This is an optimization exercise on Yosys and OpenROAD, whose aim is small area, not a production implementation. Function was checked by simulation only, so behaviour that the tests miss may differ from the original. Power and IR drop assume default switching activity.

$ cat design/flow/config.mk
export PLATFORM = sky130hd
export DESIGN_NAME = lcd_i2c_top
export DESIGN_NICKNAME = lcd_i2c_top
export VERILOG_FILES = /design/flow/design.v
export SDC_FILE = /design/flow/constraint.sdc
export NUM_CORES = 4
export LEC_CHECK = 0
export CAP_MARGIN = 20
export CORE_MARGIN = 2
export CORE_UTILIZATION = 40
export SLEW_MARGIN = 20
$ cat design/flow/constraint.sdc
create_clock -name core_clock -period 10.0 [get_ports {clk}]
set_input_delay 2.0000 -clock core_clock [delete_from_list [all_inputs] [get_ports {clk}]]
set_output_delay 2.0000 -clock core_clock [all_outputs]
set_load 0.01 [all_outputs]
$ cat design/flow/design.v
module clk_divider #(
    parameter   input_clk_freq  = 100_000_000,       
    parameter   output_clk_freq =   1_000_000        
)(
    input       clk,
    input       rst_n,
    output      clk_1MHz                                    
);
    reg         clk_1MHz_temp;
    integer     count;
    localparam  integer half_cycle = input_clk_freq / output_clk_freq / 2 - 1;
    always @(posedge clk, negedge rst_n) begin
        if (!rst_n) begin
            clk_1MHz_temp <= 1'b0;
            count <= 0;
        end else if (count == half_cycle) begin
            clk_1MHz_temp <= ~clk_1MHz_temp;
            count <= 0;
        end else
            count <= count + 1;
    end
    assign clk_1MHz = (count == half_cycle) && !clk_1MHz_temp;
endmodule
module i2c_writeframe(
    input       clk,                     
    input       clk_1MHz,                
    input       rst_n,                   
    input       en_write,                
    input       start_frame,             
    input       stop_frame,              
    input [7:0] data,                    
    input       sda_in,                  
    output      sda_low,                 
    output reg  scl,                     
    output      done                     
);
    localparam  DELAY       = 10;        
    reg [20:0]  cnt;                     
    reg         cnt_clr;                 
    localparam  WaitEn      = 0,         
                PreStart    = 1,         
                Start       = 2,         
                AfterStart  = 3,         
                PreWrite    = 4,         
                WriteLow    = 5,         
                WriteHigh   = 6,         
                WriteDone   = 7,         
                WaitAck     = 8,         
                Ack1        = 9,         
                Ack2        = 10,        
                AckDone     = 11,        
                PreStop     = 12,        
                Stop        = 13,        
                Done        = 14;        
    reg [3:0]   state, next_state;
    reg [3:0]   bit_cnt;                 
    reg         sda_out;                 
    reg         sda_en;                  
    assign sda_low = sda_en & ~sda_out;
    always @(posedge clk, negedge rst_n) begin
        if (!rst_n)
            cnt <= 21'd0;
        else if (clk_1MHz) begin
            if (cnt_clr)
                cnt <= 21'd0;
            else
                cnt <= cnt + 1'b1;
        end
    end
    always @(posedge clk, negedge rst_n) begin
        if (!rst_n)
            state <= WaitEn;
        else if (clk_1MHz)
            state <= next_state;
    end
    always @(*) begin
        if (!rst_n)
            next_state = WaitEn;             
        else begin
            case (state)
                WaitEn:     next_state = en_write ? (start_frame ? PreStart : PreWrite) : WaitEn;
                PreStart:   next_state = (cnt == DELAY) ? Start : PreStart;
                Start:      next_state = (cnt == DELAY) ? AfterStart : Start;
                AfterStart: next_state = (cnt == DELAY) ? WriteLow : AfterStart;
                PreWrite:   next_state = (cnt == DELAY) ? WriteLow : PreWrite;
                WriteLow:   next_state = (cnt == DELAY) ? WriteHigh : WriteLow;
                WriteHigh:  next_state = (cnt == DELAY && bit_cnt == 4'd8) ? WriteDone : ((cnt == DELAY) ? WriteLow : WriteHigh);
                WriteDone:  next_state = (cnt == DELAY) ? WaitAck : WriteDone;
                WaitAck:    next_state = (sda_in == 1'b0) ? Ack1 : WaitAck;
                Ack1:       next_state = (cnt == DELAY) ? Ack2 : Ack1;
                Ack2:       next_state = (cnt == DELAY) ? AckDone : Ack2;
                AckDone:    next_state = (cnt == DELAY) ? (stop_frame ? PreStop : Done) : AckDone;
                PreStop:    next_state = (cnt == DELAY) ? Stop : PreStop;
                Stop:       next_state = (cnt == DELAY) ? Done : Stop;
                Done:       next_state = WaitEn;
                default:            next_state = WaitEn;    
            endcase
        end
    end   
    always @(posedge clk, negedge rst_n) begin
        if (!rst_n) begin                    
            sda_en  <= 1'b1;                       
            sda_out <= 1'b1;                 
            scl     <= 1'b1;                 
            cnt_clr <= 1'b1;            
        end else if (clk_1MHz) begin
            case (state)
                WaitEn: begin
                    sda_en  <= 1'b1;         
                    cnt_clr <= 1'b1;         
                end
                PreStart: begin
                    sda_out <= 1'b1;                                 
                    scl     <= 1'b1;        
                    cnt_clr <= (cnt == DELAY-1) ? 1'b1 : 1'b0;       
                end
                Start: begin
                    sda_out <= 1'b0;                                 
                    cnt_clr <= (cnt == DELAY-1) ? 1'b1 : 1'b0;       
                end
                AfterStart: begin
                    scl     <= 1'b0;                                 
                    cnt_clr <= (cnt == DELAY-1) ? 1'b1 : 1'b0;       
                end
                PreWrite: begin
                    cnt_clr <= (cnt == DELAY-1) ? 1'b1 : 1'b0;       
                end
                WriteLow: begin
                    scl     <= 1'b0;                                 
                    if (bit_cnt != 4'd0)                             
                        sda_out <= data[7-(bit_cnt-1)] ? 1'b1 : 1'b0;    
                    cnt_clr <= (cnt == DELAY-1) ? 1'b1 : 1'b0;       
                end
                WriteHigh: begin
                    scl     <= 1'b1;                                 
                    cnt_clr <= (cnt == DELAY-1) ? 1'b1 : 1'b0;       
                end
                WriteDone: begin
                    scl     <= 1'b0;                                 
                    sda_en  <= 1'b0;                                 
                    cnt_clr <= (cnt == DELAY-1) ? 1'b1 : 1'b0;       
                end
                WaitAck: begin
                    cnt_clr <= 1'b1;                                 
                end
                Ack1: begin
                    scl     <= 1'b1;                                 
                    cnt_clr <= (cnt == DELAY-1) ? 1'b1 : 1'b0;       
                end
                Ack2: begin
                    scl     <= 1'b0;                                 
                    cnt_clr <= (cnt == DELAY-1) ? 1'b1 : 1'b0;       
                end
                AckDone: begin      
                    cnt_clr <= (cnt == DELAY-1) ? 1'b1 : 1'b0;       
                end
                PreStop: begin
                    scl     <= 1'b1;                                 
                    cnt_clr <= (cnt == DELAY-1) ? 1'b1 : 1'b0;       
                end   
                Stop: begin
                    sda_en  <= 1'b1;                                 
                    sda_out <= 1'b1;                                 
                    cnt_clr <= (cnt == DELAY-1) ? 1'b1 : 1'b0;       
                end
                Done: begin
                    cnt_clr <= 1'b1;                                 
                end
            endcase
        end
    end
    always @(posedge clk, negedge rst_n) begin
        if (!rst_n)
            bit_cnt <= 4'd0;
        else if (clk_1MHz) begin
            case (state)
                WriteLow:   bit_cnt <= (cnt == 1'b0) ? bit_cnt + 1'b1 : bit_cnt;     
                WaitEn:     bit_cnt <= 4'd0;
                Done:       bit_cnt <= 4'd0;
                default:    bit_cnt <= bit_cnt;
            endcase
        end
    end
    assign done = (state == Done);
endmodule
module lcd_write_cmd_data(
    input       clk,                         
    input       clk_1MHz,                    
    input       rst_n,                       
    input [7:0] data,                        
    input       cmd_data,                    
    input       ena,                         
    input [6:0] i2c_addr,                    
    input       sda_in,                      
    output      sda_low,                     
    output      scl,                         
    output      done                         
);
    localparam  DELAY               = 50;    
    reg [20:0]  cnt;                         
    reg         cnt_clr;                     
    localparam  WaitEn              = 0,     
                Write_Addr          = 1,     
                Wait_AddrDone       = 2,     
                Write_HighNibble1   = 3,     
                Wait_High1Done      = 4,     
                Delay_CMD1          = 5,     
                Write_HighNibble2   = 6,     
                Wait_High2Done      = 7,     
                Write_LowNibble1    = 8,     
                Wait_Low1Done       = 9,     
                Delay_CMD2          = 10,    
                Write_LowNibble2    = 11,    
                Wait_Low2Done       = 12,    
                Done                = 13;    
    reg [3:0]   state, next_state;
    reg         en_write;                    
    wire        en_i2cwrite = en_write;
    wire        i2c_done;                    
    reg [7:0]   i2c_data;                    
    reg         start_frame;                 
    reg         stop_frame;                  
    always @(posedge clk, negedge rst_n) begin
        if (!rst_n)
            cnt <= 21'd0;
        else if (clk_1MHz) begin
            if (cnt_clr)
                cnt <= 21'd0;
            else
                cnt <= cnt + 1'b1;
        end
    end
    always @(posedge clk, negedge rst_n) begin
        if (!rst_n)
            state <= WaitEn;
        else if (clk_1MHz)
            state <= next_state;
    end
    always @(*) begin
        if (!rst_n)
            next_state = WaitEn;                 
        else begin
            case (state)
                WaitEn:             next_state = ena ? Write_Addr : WaitEn;
                Write_Addr:         next_state = Wait_AddrDone;
                Wait_AddrDone:      next_state = i2c_done ? Write_HighNibble1 : Wait_AddrDone;
                Write_HighNibble1:  next_state = Wait_High1Done;
                Wait_High1Done:     next_state = i2c_done ? Delay_CMD1 : Wait_High1Done;
                Delay_CMD1:         next_state = (cnt == DELAY) ? Write_HighNibble2 : Delay_CMD1;
                Write_HighNibble2:  next_state = Wait_High2Done;
                Wait_High2Done:     next_state = i2c_done ? Write_LowNibble1 : Wait_High2Done;
                Write_LowNibble1:   next_state = Wait_Low1Done;
                Wait_Low1Done:      next_state = i2c_done ? Delay_CMD2 : Wait_Low1Done;
                Delay_CMD2:         next_state = (cnt == DELAY) ? Write_LowNibble2 : Delay_CMD2;
                Write_LowNibble2:   next_state = Wait_Low2Done;
                Wait_Low2Done:      next_state = i2c_done ? Done : Wait_Low2Done;
                Done:               next_state = WaitEn;
                default:            next_state = WaitEn;    
            endcase
        end
    end
    always @(posedge clk, negedge rst_n) begin
        if (!rst_n) begin                    
            i2c_data <= 8'd0;
            en_write <= 1'b0;
            cnt_clr  <= 1'b1;
        end else if (clk_1MHz) begin
            case (state)
                WaitEn: begin
                    i2c_data    <= 8'd0;
                    en_write    <= 1'b0;
                    cnt_clr     <= 1'b1;
                end
                Write_Addr: begin
                    start_frame <= 1'b1;                 
                    stop_frame  <= 1'b0;
                    i2c_data    <= {i2c_addr, 1'b0};     
                    en_write    <= 1'b1;                 
                end
                Wait_AddrDone: begin
                    en_write    <= 1'b0;                 
                end
                Write_HighNibble1: begin
                    start_frame <= 1'b0;
                    stop_frame  <= 1'b0;
                    i2c_data    <= (data & 8'hF0) | 8'h0C | cmd_data;
                    en_write    <= 1'b1;                 
                end
                Wait_High1Done: begin
                    en_write    <= 1'b0;                 
                end
                Delay_CMD1: begin
                    cnt_clr     <= 1'b0;                 
                end
                Write_HighNibble2: begin
                    start_frame <= 1'b0;
                    stop_frame  <= 1'b0;
                    i2c_data    <= ((data & 8'hF0) | 8'h0C | cmd_data) & 8'hFB;
                    en_write    <= 1'b1;                 
                    cnt_clr     <= 1'b1;                 
                end
                Wait_High2Done: begin
                    en_write    <= 1'b0;                 
                end
                Write_LowNibble1: begin              
                    start_frame <= 1'b0;
                    stop_frame  <= 1'b0;
                    i2c_data    <= ((data & 8'h0F) << 4) | 8'h0C | cmd_data;
                    en_write    <= 1'b1;                
                end
                Wait_Low1Done: begin
                    en_write    <= 1'b0;                 
                end
                Delay_CMD2: begin
                    cnt_clr     <= 1'b0;                 
                end
                Write_LowNibble2: begin
                    start_frame <= 1'b0;
                    stop_frame  <= 1'b1;                 
                    i2c_data    <= (((data & 8'h0F) << 4) | 8'h0C | cmd_data) & 8'hFB;
                    en_write    <= 1'b1;                 
                    cnt_clr     <= 1'b1;                 
                end
                Wait_Low2Done: begin
                    en_write    <= 1'b0;                 
                end
            endcase
        end
    end
    assign done = (state == Done);
    i2c_writeframe i2c_writframe_inst(
        .clk        (clk),
        .clk_1MHz   (clk_1MHz),
        .rst_n      (rst_n),
        .en_write   (en_i2cwrite),
        .start_frame(start_frame),
        .stop_frame (stop_frame),
        .data       (i2c_data),
        .sda_in     (sda_in),
        .sda_low    (sda_low),
        .scl        (scl),
        .done       (i2c_done)
    );
endmodule
module lcd_display(
    input           clk,                     
    input           clk_1MHz,                
    input           rst_n,                   
    input           ena,                     
    input           done_write,              
    input  [127:0]  row1,                    
    input  [127:0]  row2,                    
    output reg[7:0] data,                    
    output          cmd_data,                
    output reg      ena_write                
);
    localparam  DELAY           = 50;        
    localparam  WaitEn          = 0,
                Write           = 1,
                WaitWrite       = 3,
                WaitDelay       = 4,
                Done            = 5;
    reg [2:0]   state, next_state;          
    reg [20:0]  cnt;                         
    reg         cnt_clr;                     
    wire [7:0]  cmd_data_array [0:39];
    assign cmd_data_array[0]    = 8'h02;     
    assign cmd_data_array[1]    = 8'h28;     
    assign cmd_data_array[2]    = 8'h0C;     
    assign cmd_data_array[3]    = 8'h06;     
    assign cmd_data_array[4]    = 8'h01;     
    assign cmd_data_array[5]    = 8'h80;     
    assign cmd_data_array[22]   = 8'hC0;     
    assign cmd_data_array[39]   = 8'h00;     
    generate
        genvar i;
        for (i = 1; i < 17; i=i+1) begin: for_name
            assign cmd_data_array[22-i] = row1[(i*8)-1:i*8-8];       
            assign cmd_data_array[39-i] = row2[(i*8)-1:i*8-8];       
        end
    endgenerate
    reg [5:0]   ptr;                         
    assign cmd_data = (ptr <= 6'd6 || ptr == 6'd23) ? 1'b0 : 1'b1;   
    always @(posedge clk, negedge rst_n) begin
        if (!rst_n)
            cnt <= 21'd0;
        else if (clk_1MHz) begin
            if (cnt_clr)
                cnt <= 21'd0;
            else 
                cnt <= cnt + 1'b1;
        end
    end
    always @(posedge clk, negedge rst_n) begin
        if (!rst_n)
            state <= WaitEn;
        else if (clk_1MHz)
            state <= next_state;
    end
    always @(*) begin
        if (!rst_n)
            next_state = WaitEn;
        else begin
            case (state)
                WaitEn:     next_state = ena ? Write : WaitEn;
                Write:      next_state = WaitWrite;
                WaitWrite:  next_state = done_write ? WaitDelay : WaitWrite;
                WaitDelay:  next_state = (ptr == 6'd39) ? Done : ((cnt == DELAY) ? Write : WaitDelay);
                Done:       next_state = Done;
                default:            next_state = WaitEn;    
            endcase
        end
    end
    always @(posedge clk, negedge rst_n) begin
        if (!rst_n) begin
            cnt_clr    <= 1'b1;
            ena_write  <= 1'b0;
        end else if (clk_1MHz) begin
            case (state)
                WaitEn: begin
                    cnt_clr    <= 1'b1;                  
                    ena_write  <= 1'b0;                  
                end
                Write: begin
                    cnt_clr    <= 1'b1;                  
                    data       <= cmd_data_array[ptr];   
                    ena_write  <= 1'b1;                  
                end
                WaitWrite: begin
                    ena_write  <= 1'b0;                  
                end
                WaitDelay: begin
                    cnt_clr    <= 1'b0;
                end
            endcase
        end
    end
    always @(posedge clk, negedge rst_n) begin
        if (!rst_n)
            ptr <= 6'd0;
        else if (clk_1MHz && state == Write)
            ptr <= ptr + 1'b1;
        else
            ptr <= ptr;
    end
endmodule
module lcd_i2c_top(
    input           clk,                     
    input           rst_n,                   
    input  [6:0]    i2c_addr,                
    input  [127:0]  row1,                    
    input  [127:0]  row2,                    
    input           sda_in,                  
    output          scl,                     
    output          sda_low                  
);
    wire            clk_1MHz;
    wire            done_write;
    wire [7:0]      data;
    wire            cmd_data;
    wire            ena_write;
    clk_divider clk_1MHz_gen(
        .clk        (clk),
        .rst_n      (rst_n),
        .clk_1MHz   (clk_1MHz)
    );
    lcd_display lcd_display_inst(
        .clk        (clk),
        .clk_1MHz   (clk_1MHz),
        .rst_n      (rst_n),
        .ena        (1'b1),
        .done_write (done_write),
        .row1       (row1),
        .row2       (row2),
        .data       (data),
        .cmd_data   (cmd_data),
        .ena_write  (ena_write)
    );
    lcd_write_cmd_data lcd_write_cmd_data_inst(
        .clk        (clk),
        .clk_1MHz   (clk_1MHz),
        .rst_n      (rst_n),
        .data       (data),
        .cmd_data   (cmd_data),
        .ena        (ena_write),
        .i2c_addr   (i2c_addr),
        .sda_in     (sda_in),
        .sda_low    (sda_low),
        .scl        (scl),
        .done       (done_write)
    );
endmodule
$ cat design/flow/run.sh
#!/bin/bash
# synth_recipe.tcl (not shown) runs the flow's synth.tcl, then flattens the netlist and writes it again
# the make line also repeats each setting of config.mk as NAME=value (left out here)
make -C /OpenROAD-flow-scripts/flow DESIGN_CONFIG=/design/flow/config.mk WORK_HOME=/design/flow/orfs CLKGATE_MAP_FILE= SYNTH_SCRIPT=/design/flow/synth_recipe.tcl finish
==> impl_metrics.yaml <==
clock_tree:
  cts_hold_buffers: 0
  clock_sinks: 143
  insertion_delay_ps: 430
  h-tree-depth: 4
  cts_resized: 0
  clock_path_buffers: 2
  root_buffer: "clkbuf_16"
  clk_pin_slew_ps: 70
  post_cts_buffers: 0
  tritoncts: "yes"
  cts_inserted_buffers: 17
timing:
  drv_slew: 0
  setup-tns-final_ps: 0
  period_share_pct: 37.4
  tightestPinTransition_ps: 999
  hold_viol: 0
  clock_skew_ps: 14.7
  worst_slack_ps: 6260
  relSlewSlack_pct: 32.8
  rsz0062_at_grt: "false"
  final.min_clock_period_ps: 3740
  clock.fmax_ghz: 0.267
  setup_viol: 0
route:
  drt_iter0_markers: 1324
  via_per_inst: 6.37
  dr_total_vias: 11700
  drc_errors: 0
  wirelength_um: 46400
  drt_first_pass_iters: 17
  post_drt_wl_per_cell_um: 25.3
  ant_nets: 0
die:
  start_util_pct: 40.7
  dieArea_um2: 27900
  num_rows: 59
  die_x_um: 167
  num_io_pins: 268
  core_area_um2: 26100
  die_h_um: 167
synth:
  synth_top_area_share_pct: 29.8
  synthFlopType: "dfrtp_1"
  synth_top_family_by_area: "simple AND/OR/NAND/NOR gates"
  synth.avg_cell_area_um2: 8.33
  async_reset_ff_share_pct: 93.0
  synth-edff-count: 10
  yosys-top-cells-area: "dfrtp_1 30%, nand3_1 5.2%, o21ai_0 3.9%"
  yosysTopAreaCell: "dfrtp_1"
  syn_area_um2: 10600
  yosys.area_share.simple_pct: 29.9
  yosysUniqueCellTypes: 88
  muxShareOfSynthArea_pct: 1.65
  synth_compound_area_share_pct: 23.5
  synth-xor-area-share_pct: 2.96
  ys_ff_latch: 143
  seq_area_frac_synth_pct: 34.1
  yosysMostFrequentCell: "dfrtp_1"
  synthesis.nets: 1560
  synthAdderAreaFrac_pct: 1.88
  synth_warnings: 4
  synth_cells: 1278
  yosys-top-cells-count: "127 x dfrtp_1, 111 x nand3_1, 101 x nand2_1, 83 x o21ai_0, 71 x clkbuf_1"
global_route:
  antenna_found_initial: 14
  grt_pass1_vias: 11400
  grt.total_usage_pct: 32.4
  overflow: 0
  grt_pass1_wl_um: 69000
  grt_start_max_net_pins: 88
finish:
  nets: 1759
  drive_gt1_share_pct: 6.24
  syn_to_final_growth_pct: 31.8
  postLayoutCellArea_um2: 14000
  fin_util_pct: 53.7
placed_design:
  io_buffers: 267
  post-dp-hpwl_um: 35300
  place.gp.congestion: 0.993
  placed_cell_area_um2: 13400
  pre_cts_ws_ps: 5980
setup_path:
  r2r_slack_ps: 6540
  ff2ff_path_depth: 8
  r2r_start: "lcd_display_inst.ptr[0]"
  arrival_ps: 1740
  endpoint_kind: "primary output"
  path_max_fanout: 4
  cp.required_ps: 8000
  worstReg2RegEnd: "lcd_display_inst.data[3]"
  endpoint: "sda_low"
  crit_type: "register to primary output"
  critPathLaunchType: "register"
job:
  maxCapViolCount: 0
pwr:
  ir_drop_uv: 75.3
  p_leak_nw: 5.54
  powerDensity_nw_per_um2: 95.2
outcome:
  status: "complete, no violations"
worst_hold_path:
  min_path_type: "register to register"
-- worst min-delay path by stage --
| stage | start | to | cells after the start |
|---|---|---|---|
| after global routing | clk_1MHz_gen.count[10] | clk_1MHz_gen.count[10] | 1 |
| after CTS | clk_1MHz_gen.count[31] | clk_1MHz_gen.count[31] | 1 |
| final | clk_1MHz_gen.count[31] | clk_1MHz_gen.count[31] | 1 |
| after floorplan | clk_1MHz_gen.count[31] | clk_1MHz_gen.count[31] | 1 |
| after global placement | clk_1MHz_gen.count[31] | clk_1MHz_gen.count[31] | 1 |
| after detailed placement | clk_1MHz_gen.count[31] | clk_1MHz_gen.count[31] | 1 |
-- registers in the layout, indices dropped and copies added (netlist names), 6 cells and up --
register and count:
lcd_display_inst.cnt 21, lcd_display_inst.data 8, lcd_display_inst.ptr 6, lcd_write_cmd_data_inst.i2c_data 8, lcd_write_cmd_data_inst.i2c_writframe_inst.cnt 21, lcd_write_cmd_data_inst.cnt 21
clk_1MHz_gen.count 32
-- cell type report --
type                       instances  area (µm²)
fill                            2503       12100
multi-input combinational        989        6420
sequential                       143        3640
timing repair buffer             286        2820
clock buffer                      17         425
tap                              335         419
inverter                          40         150
clock inverter                    15         141
antenna                           11        27.5
-- metal layers --
layer	vias up	part of all wire (%)	GRT usage [%]
met5	-	0.078	0
met4	6	5.5	18.9
met3	117	5.5	5.41
met2	504	49	56.0
met1	5715	39	38.1
li1	5345	-	-
-- cell families (layout without fill, tap and decap cells) --
kind of cell / count (synthesis) / count (layout)
simple gates: 576 / 576
flops: 143 / 143
compound gates: 347 / 347
xor+xnor: 36 / 36
buf+inv: 146 / 358
mux: 14 / 14
other cells: 0 / 11
fa+ha+maj: 16 / 16
-- critical path, cell delays in order, from the launching register on --
cell and delay, ps:
dfstp_2 550, nor2b_1 200, clkdlybuf4s50_1 570
-- metrics by stage --
stage | instances | hold WS [ps] | power (mW)
after floorplan | 1278 | 443 | 0.598
after global placement | 1793 | 469 | 0.727
after detailed placement | 1793 | 481 | 0.727
after CTS | 1825 | 497 | 1.35
after global routing | 1836 | 512 | 1.38
final | 1836 | 495 | 1.34
-- report_power, final --
group / switching, mW / internal [mW]
Clock: 0.288 / 0.332
Combinational: 0.0404 / 0.0926
Sequential: 0 / 0.583
Total: 0.328 / 1.01
-- layout by cell type, fill, tap and decap left out, drive strengths merged, types with 24 or more instances in the layout --
cell	n
clkdlybuf4s50	266
dfrtp	127
nand3	111
nand2	102
o21ai	86
nor2	66
nand4	62
inv	49
a22oi	41
a32oi	41
and3	39
nor4	34
and2	34
a21oi	27
nor3	25
xnor2	24

-- static timing again, ports no longer ideal --
How much do the figures lean on ideal ports? The routed layout below was timed once more, with nothing changed but the port constraints.
Step 1 (the two cells are an assumption about what drives the block):
set clk [get_ports {clk}]
set_driving_cell -lib_cell sky130_fd_sc_hd__clkbuf_16 $clk
set_driving_cell -lib_cell sky130_fd_sc_hd__buf_2 [delete_from_list [all_inputs] $clk]
Step 2 adds t to the input delays and takes it off the output delays; t is the mean of the earliest and latest rising clock arrival at the registers after step 1. Input paths then give back, and output paths get back, about the clock's delay inside the block.
a / b / c = ideal / step 1 / step 2; a / b = the first two.
t, ns: 0.476
setup WS [ns]: 6.259 / 6.209 / 5.953
pins driven straight from the clock port: 1
After both steps this run still meets setup and hold. The setup slack of this run moves by -0.050 ns with the drivers and by -0.306 ns with both steps.
